What follows belongs to an exercise in optimizing a design on an open flow for small area; a production flow would make more cautious choices.
The RTL was checked by simulation tests, not by an equivalence proof against the original design.
Power is estimated from default activity; no workload was simulated.

[flow/config.mk]
export PLATFORM = sky130hd
export DESIGN_NAME = Top_Module
export DESIGN_NICKNAME = Top_Module
export VERILOG_FILES = /design/flow/design.v
export SDC_FILE = /design/flow/constraint.sdc
export NUM_CORES = 4
export LEC_CHECK = 0
export CAP_MARGIN = 20
export CORE_MARGIN = 2
export CORE_UTILIZATION = 40
export SLEW_MARGIN = 20
[flow/constraint.sdc]
create_clock -name core_clock -period 20.0 [get_ports {clk}]
set_input_delay 4.0000 -clock core_clock [delete_from_list [all_inputs] [get_ports {clk}]]
set_output_delay 4.0000 -clock core_clock [all_outputs]
set_load 0.01 [all_outputs]
[flow/design.v]
module Input_Capture_Module (
    input wire clk,                   
    input wire rst,                   
    input wire signal_in,             
    output reg [31:0] high_time,      
    output reg [31:0] low_time,       
    output wire [31:0] period_time,       
    output reg measurement_done       
);
    parameter CLOCK_FREQ = 50000000;   
    reg [1:0] signal_sync;
    always @(posedge clk or posedge rst) begin
        if (rst) begin
            signal_sync <= 2'b00;
        end
        else begin
            signal_sync <= {signal_sync[0], signal_in};
        end
    end
    wire signal_in_sync = signal_sync[1];
    wire falling_edge = (signal_sync[1] & ~signal_sync[0]);
    wire rising_edge = (~signal_sync[1] & signal_sync[0]);
    localparam [2:0] IDLE = 3'd0;
    localparam [2:0] WAIT_RISE = 3'd1;
    localparam [2:0] COUNT_PERIOD = 3'd2;
    localparam [2:0] MEASURE_HIGH = 3'd3;
    localparam [2:0] MEASURE_LOW = 3'd4;
    reg [2:0] current_state, next_state;
    reg [31:0] counter;                
    reg [31:0] period_count;           
    reg [31:0] high_count;             
    reg [31:0] low_count;              
    assign period_time = period_count;
    always @(posedge clk or posedge rst) begin
        if (rst) begin
            current_state <= IDLE;
        end
        else begin
            current_state <= next_state;
        end
    end
    always @(*) begin
        case (current_state)
            IDLE: begin
                if (rising_edge) begin
                    next_state = MEASURE_HIGH;
                end
                else begin
                    next_state = IDLE;
                end
            end
            MEASURE_HIGH: begin
                if (falling_edge) begin
                    next_state = MEASURE_LOW;
                end
                else begin
                    next_state = MEASURE_HIGH;
                end
            end
            MEASURE_LOW: begin
                if (rising_edge) begin
                    next_state = MEASURE_HIGH;
                end
                else begin
                    next_state = MEASURE_LOW;
                end
            end
            default: next_state = IDLE;
        endcase
    end
    always @(posedge clk or posedge rst) begin
        if (rst) begin
            counter <= 0;
            period_count <= 0;
            high_count <= 0;
            low_count <= 0;
            high_time <= 0;
            low_time <= 0;
            measurement_done <= 0;
        end
        else begin
            measurement_done <= 0;  
            case (current_state)
                IDLE: begin
                    counter <= 0;
                    high_count <= 0;
                    low_count <= 0;
                end
                MEASURE_HIGH: begin
                    high_count <= 0;
                    low_count <= 0;
                end
                MEASURE_LOW: begin
                    low_count <= 0;
                    high_count <= 0;
                end
                COUNT_PERIOD: begin
                    counter <= counter + 1;
                end
                default: ;
            endcase
            if (current_state == MEASURE_HIGH) begin
                high_count <= high_count + 1;
                counter <= counter + 1;
                if (falling_edge) begin
                    high_time <= high_count;
                end
            end
            else if (current_state == MEASURE_LOW) begin
                low_count <= low_count + 1;
                counter <= counter + 1;
                if (rising_edge) begin
                    low_time <= low_count;
                    period_count <= counter;
                    measurement_done <= 1;
                    counter <= 0;
                end
            end
        end
    end
endmodule
module Iterative_Divider (
    input        clk,
    input        rst_n,
    input        start,
    input  [31:0] numerator,     
    input  [31:0] divisor,        
    output reg [31:0] quotient,   
    output reg [31:0] remainder,  
    output reg         done        
);
    reg [63:0] dividend;
    reg [31:0] divisor_reg;
    reg [5:0]  bit_cnt;
    reg        processing;
    reg [31:0] q_t;
    always @(posedge clk or negedge rst_n) begin
        if (!rst_n) begin
            quotient <= 32'd0;
            remainder <= 32'd0;
            dividend <= 64'd0;
            divisor_reg <= 32'd0;
            bit_cnt <= 6'd0;
            done <= 1'b0;
            processing <= 1'b0;
        end else if (start && !processing) begin
            divisor_reg <= divisor;
            dividend <= {32'd0, numerator};
            quotient <= 32'd0;
            bit_cnt <= 6'd32;
            done <= 1'b0;
            processing <= 1'b1;
        end else if (processing) begin
            if (bit_cnt > 0) begin
                dividend = dividend << 1;
                q_t = {quotient[30:0], dividend[63]};
                if (dividend[63:32] >= divisor_reg) begin
                    dividend[63:32] = dividend[63:32] - divisor_reg;
                    q_t[0] = 1'b1;
                end else begin
                    q_t[0] = 1'b0;
                end
                quotient <= q_t;
                bit_cnt = bit_cnt - 1;
            end else begin
                remainder <= dividend[63:32];
                done <= 1'b1;
                processing <= 1'b0;
            end
        end else begin
            done <= 1'b0;
        end
    end
endmodule
module Binary_to_BCD (
    input               clk,
    input               rst_n,
    input               start,
    input       [31:0]  binary_in,
    output  reg [23:0]  bcd,
    output  reg         done
);
    reg [31:0]          binary_reg;
    reg [5:0]           i;
    reg                 processing;
    reg [3:0] units;
    reg [3:0] tens;
    reg [3:0] hundreds;
    reg [3:0] thousands;
    reg [3:0] ten_thousands;
    reg [3:0] hundred_thousands;
    always @(posedge clk) begin
        if (!rst_n) begin
            processing <= 1'b0;
        end else if (start && !processing) begin
            binary_reg          <= binary_in;
            done                <= 1'b0;
            processing          <= 1'b1;
            hundred_thousands   <= 0;
            ten_thousands       <= 0;
            thousands           <= 0;
            hundreds            <= 0;
            tens                <= 0;
            units               <= 0;
            i                   <= 23;
        end else if (processing) begin
            if (units >= 4'd5) 		units = units + 4'd3;
            if (tens >= 4'd5) 		tens = tens + 4'd3;
            if (hundreds >= 4'd5)	hundreds = hundreds + 4'd3;
            if(thousands >= 4'd5)       thousands = thousands + 4'd3;
            if(ten_thousands >= 4'd5)       ten_thousands = ten_thousands + 4'd3;
            if(hundred_thousands >= 4'd5)       hundred_thousands = hundred_thousands + 4'd3;
            hundred_thousands = {hundred_thousands[2:0],ten_thousands[3]};
            ten_thousands = {ten_thousands[2:0],thousands[3]};
            thousands = {thousands[2:0],hundreds[3]};
            hundreds = {hundreds[2:0],tens[3]};
            tens	 = {tens[2:0],units[3]};
            units	 = {units[2:0],binary_reg[i]};
            i <= i - 1;
            if (i == 0) begin
                done <= 1'b1;
                processing <= 1'b0;
                bcd <= {hundred_thousands,ten_thousands,thousands,hundreds, tens, units};
            end
        end
    end 
endmodule
module BCD_Rounding (
    input               clk,
    input               rst_n,
    input               start,
    input   [23:0]  BCD_in,
    output  [19:0]  BCD_out,
    output  reg         done
);
    reg                 processing;
    wire   [3:0]   hundred_thousands_in;
    wire   [3:0]   ten_thousands_in;
    wire   [3:0]   thousands_in;
    wire   [3:0]   hundreds_in;
    wire   [3:0]   tens_in;
    wire   [3:0]   units_in;
    reg [3:0]   hundred_thousands_out;
    reg [3:0]   ten_thousands_out;
    reg [3:0]   thousands_out;
    reg [3:0]   hundreds_out;
    reg [3:0]   tens_out;
    reg [3:0]   units_out;
    assign {hundred_thousands_in, ten_thousands_in, thousands_in, hundreds_in, tens_in, units_in} = BCD_in;
    assign BCD_out = {hundred_thousands_out, ten_thousands_out, thousands_out, hundreds_out, tens_out};
    always @(posedge clk or negedge rst_n) begin
        if (!rst_n) begin
            hundred_thousands_out <= 4'd0;
            ten_thousands_out     <= 4'd0;
            thousands_out         <= 4'd0;
            hundreds_out          <= 4'd0;
            tens_out              <= 4'd0;
            units_out             <= 4'd0;
            done                  <= 1'b0;
            processing            <= 1'b0;
        end else begin
            if (start && !processing) begin
                processing <= 1'b1;
                done       <= 1'b0;
                hundred_thousands_out <= hundred_thousands_in;
                ten_thousands_out     <= ten_thousands_in;
                thousands_out         <= thousands_in;
                hundreds_out          <= hundreds_in;
                tens_out              <= tens_in;
                units_out             <= units_in;
                if (units_in >= 4'd5) begin
                    if (tens_in == 4'd9) begin
                        tens_out <= 4'd0;
                        if (hundreds_in == 4'd9) begin
                            hundreds_out <= 4'd0;
                            if (thousands_in == 4'd9) begin
                                thousands_out <= 4'd0;
                                if (ten_thousands_in == 4'd9) begin
                                    ten_thousands_out <= 4'd0;
                                    if (hundred_thousands_in == 4'd9) begin
                                        hundred_thousands_out <= 4'd0;
                                    end else begin
                                        hundred_thousands_out <= hundred_thousands_in + 4'd1;
                                    end
                                end else begin
                                    ten_thousands_out <= ten_thousands_in + 4'd1;
                                end
                            end else begin
                                thousands_out <= thousands_in + 4'd1;
                            end
                        end else begin
                            hundreds_out <= hundreds_in + 4'd1;
                        end
                    end else begin
                        tens_out <= tens_in + 4'd1;
                    end
                end
                units_out <= 4'd0;
                done <= 1'b1;
                processing <= 1'b0;
            end else begin
                done <= 1'b0;
            end
        end
    end
endmodule
module Pipelined_Optimized_Divider_5000 (
    input               clk,
    input               rst_n,
    input       [31:0]  numerator,       
    output  reg [31:0]  quotient         
);
    localparam RECIPROCAL = 32'd858993;  
    reg [31:0] numerator_reg;
    reg [31:0] reciprocal_reg;
    reg [63:0] product_reg;
    reg        is_zero_reg;
    wire is_zero;
    assign is_zero = (numerator == 32'd0);
    always @(posedge clk or negedge rst_n) begin
        if (!rst_n) begin
            numerator_reg  <= 32'd0;
            reciprocal_reg <= 32'd0;
            product_reg    <= 64'd0;
            is_zero_reg    <= 1'b0;
            quotient       <= 32'd0;
        end else begin
            numerator_reg  <= numerator;
            reciprocal_reg <= RECIPROCAL;
            is_zero_reg    <= is_zero;
            product_reg <= numerator_reg * reciprocal_reg;
            if (is_zero_reg)
                quotient <= 32'd0;
            else
                quotient <= product_reg[63:32];  
        end
    end
endmodule
module Measurement_Processor #(
    parameter CLOCK_FREQ = 50000000
)(
    input wire clk,  
    input wire rst_n,  
    input wire measurement_done,  
    input wire [31:0] period_time,  
    output reg [15:0]Segment_freq,
    output reg [15:0]Segment_period,
    output reg [2:0]point_1, 
    output reg [2:0]point_2, 
    output reg k, 
    output reg m 
);
    wire                   divider_done;              
    wire [31:0]            frequency_quotient;       
    wire                   bcd_freq_done;             
    wire [23:0]            freq_bcd;                 
    wire [19:0]            freq_bcd_rounded;         
    wire [31:0]            period_out;               
    wire                   bcd_period_done;           
    wire [23:0]            period_bcd;               
    wire [19:0]            period_bcd_rounded;       
    wire                   bcd_freq_round_done;      
    wire                   bcd_period_round_done;    
    Iterative_Divider divide_freq (
        .clk        (clk),
        .rst_n      (rst_n),
        .start      (measurement_done),
        .numerator  (32'd500_000_000),                 
        .divisor    (period_time),              
        .quotient   (frequency_quotient),       
        .done       (divider_done)              
    );
    Binary_to_BCD bcd_freq_inst (
        .clk        (clk),
        .rst_n      (rst_n),
        .start      (divider_done),
        .binary_in  (frequency_quotient),
        .bcd        (freq_bcd),
        .done       (bcd_freq_done)
    );
    BCD_Rounding bcd_freq_round_inst (
        .clk        (clk),
        .rst_n      (rst_n),
        .start      (bcd_freq_done),
        .BCD_in     (freq_bcd),
        .BCD_out    (freq_bcd_rounded),
        .done       (bcd_freq_round_done)
    );
    Pipelined_Optimized_Divider_5000 divide_period (
        .clk        (clk),
        .rst_n      (rst_n),
        .numerator  (period_time),               
        .quotient   (period_out)                
    );
    Binary_to_BCD bcd_period_inst (
        .clk        (clk),
        .rst_n      (rst_n),
        .start      (1),      
        .binary_in  (period_out),
        .bcd        (period_bcd),
        .done       (bcd_period_done)
    );
    BCD_Rounding bcd_period_round_inst (
        .clk        (clk),
        .rst_n      (rst_n),
        .start      (bcd_period_done),
        .BCD_in     (period_bcd),
        .BCD_out    (period_bcd_rounded),
        .done       (bcd_period_round_done)
    );
    wire freq_ten_tho_0 =(freq_bcd_rounded[19:16] == 0) ;
    wire freq_tho_0 =(freq_bcd_rounded[15:12] == 0) ;
    wire freq_hund_0 =(freq_bcd_rounded[11:8] == 0) ;
    wire freq_tens_0 =(freq_bcd_rounded[7:4] == 0) ;
    always @(*) begin
        Segment_freq = freq_bcd_rounded[19:4];
        point_2     = 2;
        k = 1'b1;
        casez ({freq_ten_tho_0, freq_tho_0, freq_hund_0, freq_tens_0})
            4'b1111: begin
                Segment_freq = freq_bcd_rounded[15:0];
                point_2     = 1'b0;
                k = 1'b0;
            end
            4'b111?: begin
                Segment_freq = freq_bcd_rounded[15:0];
                point_2     = 1'b0;
                k = 1'b0;
            end
            4'b11??: begin
                Segment_freq = freq_bcd_rounded[15:0];
                point_2     = 1'b0;
                k = 1'b0;
            end
            4'b1???: begin
                Segment_freq = freq_bcd_rounded[15:0];
                point_2     = 3;
            end
        endcase
    end
    wire period_ten_tho_0 =(period_bcd_rounded[19:16] == 0) ;
    wire period_tho_0 =(period_bcd_rounded[15:12] == 0) ;
    wire period_hund_0 =(period_bcd_rounded[11:8] == 0) ;
    wire period_tens_0 =(period_bcd_rounded[7:4] == 0) ;
    always @(*) begin
        Segment_period = period_bcd_rounded[19:4];
        point_1     = 2;
        m = 1'b1;
        casez ({period_ten_tho_0, period_tho_0, period_hund_0, period_tens_0})
            4'b1111: begin
                Segment_period = period_bcd_rounded[15:0];
                point_1     = 1'b0;
                m = 1'b0;
            end
            4'b111?: begin
                Segment_period = period_bcd_rounded[15:0];
                point_1     = 1'b0;
                m = 1'b0;
            end
            4'b11??: begin
                Segment_period = period_bcd_rounded[15:0];
                point_1     = 1'b0;
                m = 1'b0;
            end
            4'b1???: begin
                Segment_period = period_bcd_rounded[15:0];
                point_1     = 3;
            end
        endcase
    end
endmodule
module hex8_2(
    Clk,
    Reset_n,
    Disp_Data,
    SEL,
    SEG,
    point_1,
    point_2
);
    input Clk;
    input Reset_n;
    input [31:0]Disp_Data;
    output reg[7:0]SEL;
    output reg[7:0]SEG; 
    reg clk_1k;
    reg [15:0]div_cnt;
    input [2:0]point_1;
    input [2:0]point_2;
    always@(posedge Clk or negedge Reset_n)
    if(!Reset_n)
        div_cnt <= 0;
    else if(div_cnt >= 49999)
        div_cnt <= 0;
    else
        div_cnt <= div_cnt + 1'b1;
    always@(posedge Clk or negedge Reset_n)
    if(!Reset_n)
        clk_1k <= 0;
    else if(div_cnt == 49999)
        clk_1k <= 1'b1;
    else
        clk_1k <= 0;
    reg [2:0]num_cnt;
    always@(posedge Clk or negedge Reset_n)
    if(!Reset_n)
        num_cnt <= 0;
    else if(clk_1k)
        num_cnt <= num_cnt + 1'b1;
    always@(posedge Clk)
        case(num_cnt)
            0: SEL <= 8'b00000001;
            1: SEL <= 8'b00000010;
            2: SEL <= 8'b00000100;
            3: SEL <= 8'b00001000;
            4: SEL <= 8'b00010000;
            5: SEL <= 8'b00100000;
            6: SEL <= 8'b01000000;
            7: SEL <= 8'b10000000;
        endcase
    reg[3:0]disp_tmp;
    always@(posedge Clk)
        case(num_cnt)
            7: disp_tmp <= Disp_Data[31:28];
            6: disp_tmp <= Disp_Data[27:24];
            5: disp_tmp <= Disp_Data[23:20];
            4: disp_tmp <= Disp_Data[19:16];
            3: disp_tmp <= Disp_Data[15:12];
            2: disp_tmp <= Disp_Data[11:8];
            1: disp_tmp <= Disp_Data[7:4];
            0: disp_tmp <= Disp_Data[3:0];
        endcase   
     always@(posedge Clk)
        case(disp_tmp)
            0: SEG[6:0] <= 7'h40;
            1: SEG[6:0] <= 7'h79;
            2: SEG[6:0] <= 7'h24;
            3: SEG[6:0] <= 7'h30;
            4: SEG[6:0] <= 7'h19;
            5: SEG[6:0] <= 7'h12;
            6: SEG[6:0] <= 7'h02;
            7: SEG[6:0] <= 7'h78;
            8: SEG[6:0] <= 7'h00;
            9: SEG[6:0] <= 7'h10;
            4'ha: SEG[6:0] <= 7'h08;
            4'hb: SEG[6:0] <= 7'h03;
            4'hc: SEG[6:0] <= 7'h46;
            4'hd: SEG[6:0] <= 7'h21;
            4'he: SEG[6:0] <= 7'h06;
            4'hf: SEG[6:0] <= 7'h0e;
        endcase   
    wire ed = (num_cnt == point_1 || num_cnt == point_2 + 4) ? 1 : 0;
    always @(posedge Clk) begin
        if (ed) begin
            SEG[7] <= 1'b0;
        end else begin
            SEG[7] <= 1'b1;
        end
    end
endmodule
module HC595_Driver(
    Clk,
    Reset_n,
    Data,
    S_EN,
    SH_CP,
    ST_CP,
    DS
);
    input Clk;
    input Reset_n;
    input [15:0]Data;
    input S_EN;
    output reg SH_CP;
    output reg ST_CP;
    output reg DS;
    parameter CNT_MAX = 2;
    reg [15:0]r_data;
    always@(posedge Clk)
        if(S_EN)
            r_data <= Data;
    reg [7:0]divider_cnt; 
    always@(posedge Clk or negedge Reset_n)
    if(!Reset_n)
        divider_cnt <= 0;
    else if(divider_cnt == CNT_MAX - 1'd1)
        divider_cnt <= 0;
    else
        divider_cnt <= divider_cnt + 1'b1;
    wire sck_plus;
    assign sck_plus = (divider_cnt == CNT_MAX - 1'd1);
    reg [5:0]SHCP_EDGE_CNT;
    always@(posedge Clk or negedge Reset_n)
    if(!Reset_n)
        SHCP_EDGE_CNT <= 0;
    else if(sck_plus)begin
        if(SHCP_EDGE_CNT == 6'd32)
            SHCP_EDGE_CNT <= 0;
        else
            SHCP_EDGE_CNT <= SHCP_EDGE_CNT + 1'b1;
    end
    always@(posedge Clk or negedge Reset_n)
    if(!Reset_n)begin
        SH_CP <= 0;
        ST_CP <= 0;
        DS <= 0;   
    end
    else begin
        case(SHCP_EDGE_CNT)
            0: begin SH_CP <= 0;ST_CP <= 1'd0;DS <= r_data[15];end
            1: SH_CP <= 1'd1;
            2: begin SH_CP <= 0;DS <= r_data[14];end
            3: SH_CP <= 1'd1;
            4: begin SH_CP <= 0;DS <= r_data[13];end   
            5: SH_CP <= 1'd1;
            6: begin SH_CP <= 0;DS <= r_data[12];end
            7: SH_CP <= 1'd1;
            8: begin SH_CP <= 0;DS <= r_data[11];end   
            9: SH_CP <= 1'd1;
            10: begin SH_CP <= 0;DS <= r_data[10];end
            11: SH_CP <= 1'd1;
            12: begin SH_CP <= 0;DS <= r_data[9];end  
            13: SH_CP <= 1'd1;
            14: begin SH_CP <= 0;DS <= r_data[8];end
            15: SH_CP <= 1'd1;
            16: begin SH_CP <= 0;DS <= r_data[7];end   
            17: SH_CP <= 1'd1;
            18: begin SH_CP <= 0;DS <= r_data[6];end
            19: SH_CP <= 1'd1;
            20: begin SH_CP <= 0;DS <= r_data[5];end   
            21: SH_CP <= 1'd1;
            22: begin SH_CP <= 0;DS <= r_data[4];end
            23: SH_CP <= 1'd1;
            24: begin SH_CP <= 0;DS <= r_data[3];end   
            25: SH_CP <= 1'd1;
            26: begin SH_CP <= 0;DS <= r_data[2];end
            27: SH_CP <= 1'd1;
            28: begin SH_CP <= 0;DS <= r_data[1];end
            29: SH_CP <= 1'd1;
            30: begin SH_CP <= 0;DS <= r_data[0];end
            31: SH_CP <= 1'd1;
            32: ST_CP <= 1'd1;
            default:
                begin
                    SH_CP <= 0;
                    ST_CP <= 0;
                    DS <= 0;   
                end
        endcase
    end
endmodule
module hex8_test(
    input Clk,
    input Reset_n,
    input [2:0]point_1,
    input [2:0]point_2,
    input [31:0]Disp_Data,
    output SH_CP,
    output ST_CP,
    output DS
);
    wire [7:0]SEL;
    wire [7:0]SEG; 
    hex8_2 u_hex8_2(
        Clk,
        Reset_n,
        Disp_Data,
        SEL,
        SEG,
        point_1,
        point_2
    ); 
    wire [15:0]Data;
    assign Data = {SEG,SEL};
    wire S_EN;
    assign S_EN = 1;
    HC595_Driver HC595_Driver(
        Clk,
        Reset_n,
        Data,
        S_EN,
        SH_CP,
        ST_CP,
        DS
    );
endmodule
module Top_Module (
    input wire clk,                       
    input wire rst_n,                       
    input wire signal_in,                 
    input wire mod_sel,                    
    output              rclk,
    output              sclk,
    output              dio,
    output              k,
    output              m
    );
    parameter CLOCK_FREQ = 50000000;
    parameter SCAN_FREQ  = 1000;
    wire [31:0] period_time;
    wire [31:0] Measurement_time;
    wire [31:0] high_time;
    wire [31:0] low_time;
    wire measurement_done_sig;
    wire [15:0] Segment_freq   ;
    wire [15:0] Segment_period ;
    wire [2:0] point_1        ;
    wire [2:0] point_2        ;
    wire dp_freq, dp_period, dp_pulse;
    reg [1:0] sig_in_r;
    reg [1:0] mod_sel_r;                    
    always @(posedge clk) begin
        sig_in_r <= {sig_in_r,signal_in};
        mod_sel_r <= {mod_sel_r,mod_sel};
    end
    assign Measurement_time = mod_sel_r[1] ? period_time : high_time;
    Input_Capture_Module capture_inst (
        .clk               (clk               ),
        .rst               (!rst_n            ),
        .signal_in         (sig_in_r[1]       ),
        .high_time         (high_time         ),
        .low_time          (low_time          ),
        .period_time       (period_time       ),
        .measurement_done  (measurement_done_sig)
    );
    Measurement_Processor # (
        .CLOCK_FREQ        (CLOCK_FREQ        )
    ) processor (
        .clk               (clk               ),
        .rst_n             (rst_n             ),
        .measurement_done  (measurement_done_sig),
        .period_time       (Measurement_time  ),
        .Segment_freq      (Segment_freq      ),
        .Segment_period    (Segment_period    ),
        .point_1           (point_1           ),
        .point_2           (point_2           ),
        .k                 (k                 ),
        .m                 (m                 )
    );
    hex8_test u_hex8_test (
        .Clk         (clk               ),
        .Reset_n     (rst_n             ),
        .point_1     (point_1           ),
        .point_2     (point_2           ),
        .Disp_Data   ({Segment_freq,Segment_period}),
        .SH_CP       (sclk              ),
        .ST_CP       (rclk              ),
        .DS          (dio               )
    );
endmodule
[flow/run.sh]
#!/bin/bash
# synth_recipe.tcl (not shown) runs the flow's synth.tcl, then flattens the netlist and writes it again
# the make line also repeats each setting of config.mk as NAME=value (left out here)
make -C /OpenROAD-flow-scripts/flow DESIGN_CONFIG=/design/flow/config.mk WORK_HOME=/design/flow/orfs CLKGATE_MAP_FILE= SYNTH_SCRIPT=/design/flow/synth_recipe.tcl finish
==> notes.md <==
grt total ovfl 0; crit path from processor.divide_period.reciprocal_reg[0]$_DFF_PN0_; ys flop type dfrtp_1; WP data required 20520 ps; reg2reg start processor.divide_period.reciprocal_reg[0]$_DFF_PN0_; Slowest-stage cell, CP fa_1; RSZ-0062 raised after global routing false; via/cell ratio 4.98; CTS tree built; combinational share of power 24.3%; Worst Max-Slew Pin Slew 1030 ps; H-tree depth 3; ys async rst share 66.8%; CTS Hold Bufs 0; switching portion of total power 30.9%; Antenna Cells 0; register area share after synthesis 41.0%; CP max stage delay 540 ps; hpwl dp 60700 um; Hold WC Path Type reg -> reg; clock tree buffer depth 3; number of port buffers 8; P&R area growth vs syn 9.74%; Worst slew margin 31.3%; Total GRT Usage 16.5%; Leakage 20.8 nW; WL/cell 15.7 um; metal3 WL 2370 um; Post-Syn Area 0.0390 mm2; post-cts sizing count 0; Max Cap Violations 0; Internal 0.00253 W; vias in the first global route 25800; Crit path top cell by count fa_1; die height 316 um; M1 WL 38600 um; largest net degree at the start of global routing 104; R2R setup slack 12460 ps; Final ANT Viol Nets 0; Worst Hold Launch u_hex8_test.u_hex8_2.SEG[6]$_DFF_P_; sequential share of power 40.4%; Syn Inst Count 3777; max FFs per register 55; Setup violations, final 0; pwr/cell area 85.4 mW/mm2; drt pass-1 iters 5; Largest Register processor.divide_freq.dividend; Arrival @ worst endpoint 8050 ps; clk root buf clkbuf_16; Avg Synthesized Cell Area 10.3 um2; TritonCTS Buffers 67; Post-Route WL 80100 um; synth warn 10; Die ar. 0.100 mm2; DR DRC count 0; core area 0.0967 mm2; maximum vdd drop 0.0831 mV; Hold Path Cell Cnt 0; Nets 4320; Synth Net Count 4335; register area 0.0160 mm2; first-pass GRT wire length 135000 um; Hold Vio Cnt, Final 0; Fmax achieved 133 MHz; Multi-input gate area 0.0206 mm2; WL met2 37500 um; unique cell type count in the Yosys netlist 96; clk slew on worst S/H paths 60 ps; worst-skew pair later-pin latency 610 ps; setup TNS 0 ps; register bit total from synthesis 615; clock sink total 615; Pins Over Slew Limit 0; outcome finished clean; Tcrit/Tclk final 37.7%; Final min period 7540 ps; clock share of power 35.2%; fraction of layout cells with a size suffix above 1 7.03%; NetSw 0.00113 W; via count 25400; number of flops mapped to enable cells by yosys 162; Worst R2R Path Depth 25; num ports 9; DR iter-0 viols 1469; final core utilization 44.3%; number of post-CTS setup repair buffers 0; Filler cells 9190; chip width 316 um; GP Congestion 0.891; initial antenna violation count 0; kind of critical path reg -> reg; crit path capture type flop; Site Rows 114; initial core utilization 40.4%; max layer used met4; startpoint type of the worst setup path flop; clk_skew 24.2 ps; largest fanout on the critical path 54
==> kinds of logic after synthesis <==
logic type / synth area share, %
buffers and inverters: 6.46
flip-flops: 41.0
other: 0.00961
XOR/XNOR: 3.84
AO/OA/AOI/OAI: 7.89
multiplexers: 4.65
adder cells (fa/ha/maj): 22.3
AND/OR/NAND/NOR: 13.9
==> critical path, delay by kind of cell, from the launching register on <==
family | cells | cell delay [ps]
buf+inv | 6 | 860
flops | 1 | 320
xor+xnor | 1 | 140
simple gates | 3 | 650
compound gates | 7 | 1760
fa+ha+maj | 8 | 3710
==> per-layer routing <==
layer | vias to the layer above | GRT usage (%)
met5 | - | 0
met4 | 0 | 3.80
met3 | 106 | 2.33
met2 | 291 | 27.2
met1 | 12500 | 23.3
li1 | 12500 | -
==> cell type report <==
cell class | instances | share of cell area (%)
timing repair buffer | 29 | 0.660
multi-input combinational | 2494 | 48.0
sequential | 615 | 37.3
clock buffer | 91 | 4.55
tap | 1276 | 3.73
clock inverter | 29 | 0.859
inverter | 555 | 4.86
==> final timing paths <==
check / end
min reg2reg: u_hex8_test.HC595_Driver.r_data[14]$_DFF_P_
max: processor.divide_period.product_reg[51]$_DFF_PN0_
min in group asynchronous: u_hex8_test.u_hex8_2.div_cnt[11]$_DFF_PN0_
max in group asynchronous: capture_inst.high_count[24]$_DFFE_PN0P_
min: u_hex8_test.HC595_Driver.r_data[14]$_DFF_P_
max reg2reg: processor.divide_period.product_reg[51]$_DFF_PN0_
==> Yosys cell counts (all sizes together) (12+ instances only) <==
master	instances	area (um2)
a31oi	27	169
ha	319	3990
clkbuf	98	368
a21oi	142	729
and2	74	464
buf	14	62.6
a21o	36	270
and3	43	270
inv	553	2080
nor2	204	773
nand4	44	297
nor3b	12	95.1
o21a	21	165
edfxtp	162	4860
nor3	36	200
mux2	72	811
o21ai	192	972
nor2b	64	400
dfrtp	411	10300
dfxtp	42	841
nand2	390	1470
xor2	64	561
nand3	121	618
or3	20	125
fa	235	4700
mux4	14	315
nand2b	47	294
mux2i	69	691
a211oi	12	95.1
xnor2	107	937
==> through the flow <==
stage / area [um2] / power, W / worst slack, ps / hold WS (ps) / cells
5_1_grt: 42800 / 0.00388 / 11890 / 331 / 5089
3_5_place_dp: 40500 / 0.00239 / 12390 / 312 / 4967
6_report: 42800 / 0.00366 / 12460 / 325 / 5089
2_1_floorplan: 39000 / 0.00217 / 13080 / 310 / 3777
3_3_place_gp: 40500 / 0.00237 / 12490 / 310 / 4967
4_1_cts: 42800 / 0.00369 / 12380 / 320 / 5087
==> placed cells by master (no fill, tap or decap), types with 72 or more instances in the layout <==
cell and count:
ha_1 319, nand3_1 120, mux2_2 72, a21oi_1 138, edfxtp_1 162, o21ai_0 179
fa_1 235, xnor2_1 107, dfrtp_1 411, nor2_1 200, inv_1 553, nand2_1 387
==> power groups by stage <==
stage	registers [W]	clock network [W]	logic, W
after floorplan	0.00147	0	0.000702
after global placement	0.00150	0	0.000871
after detailed placement	0.00150	0	0.000882
after CTS	0.00148	0.00132	0.000886
after global routing	0.00149	0.00138	0.00101
final	0.00148	0.00129	0.000890

[re-timing with driven ports]
The results above use ideal ports. As a check the final layout listed here was re-extracted and re-timed, cells and wires unchanged.
Step 1 (the two cells are an assumption about what drives the block):
set clk [get_ports {clk}]
set_driving_cell -lib_cell sky130_fd_sc_hd__clkbuf_16 $clk
set_driving_cell -lib_cell sky130_fd_sc_hd__buf_2 [delete_from_list [all_inputs] $clk]
Step 2 also shifts input and output timing later by t, the mid clock arrival at the registers, as if the neighbouring blocks saw the same clock.
a / b / c = ideal / step 1 / step 2; a / b = the first two.
shift t [ns]: 0.668
setup slack, ns: 12.463 / 12.463 / 12.463
worst register clock-pin slew, ns: 0.06 / 0.06
After both steps this run still meets setup and hold. For this run, drivers alone change the setup slack by 0.000 ns; drivers and shift together by 0.000 ns.
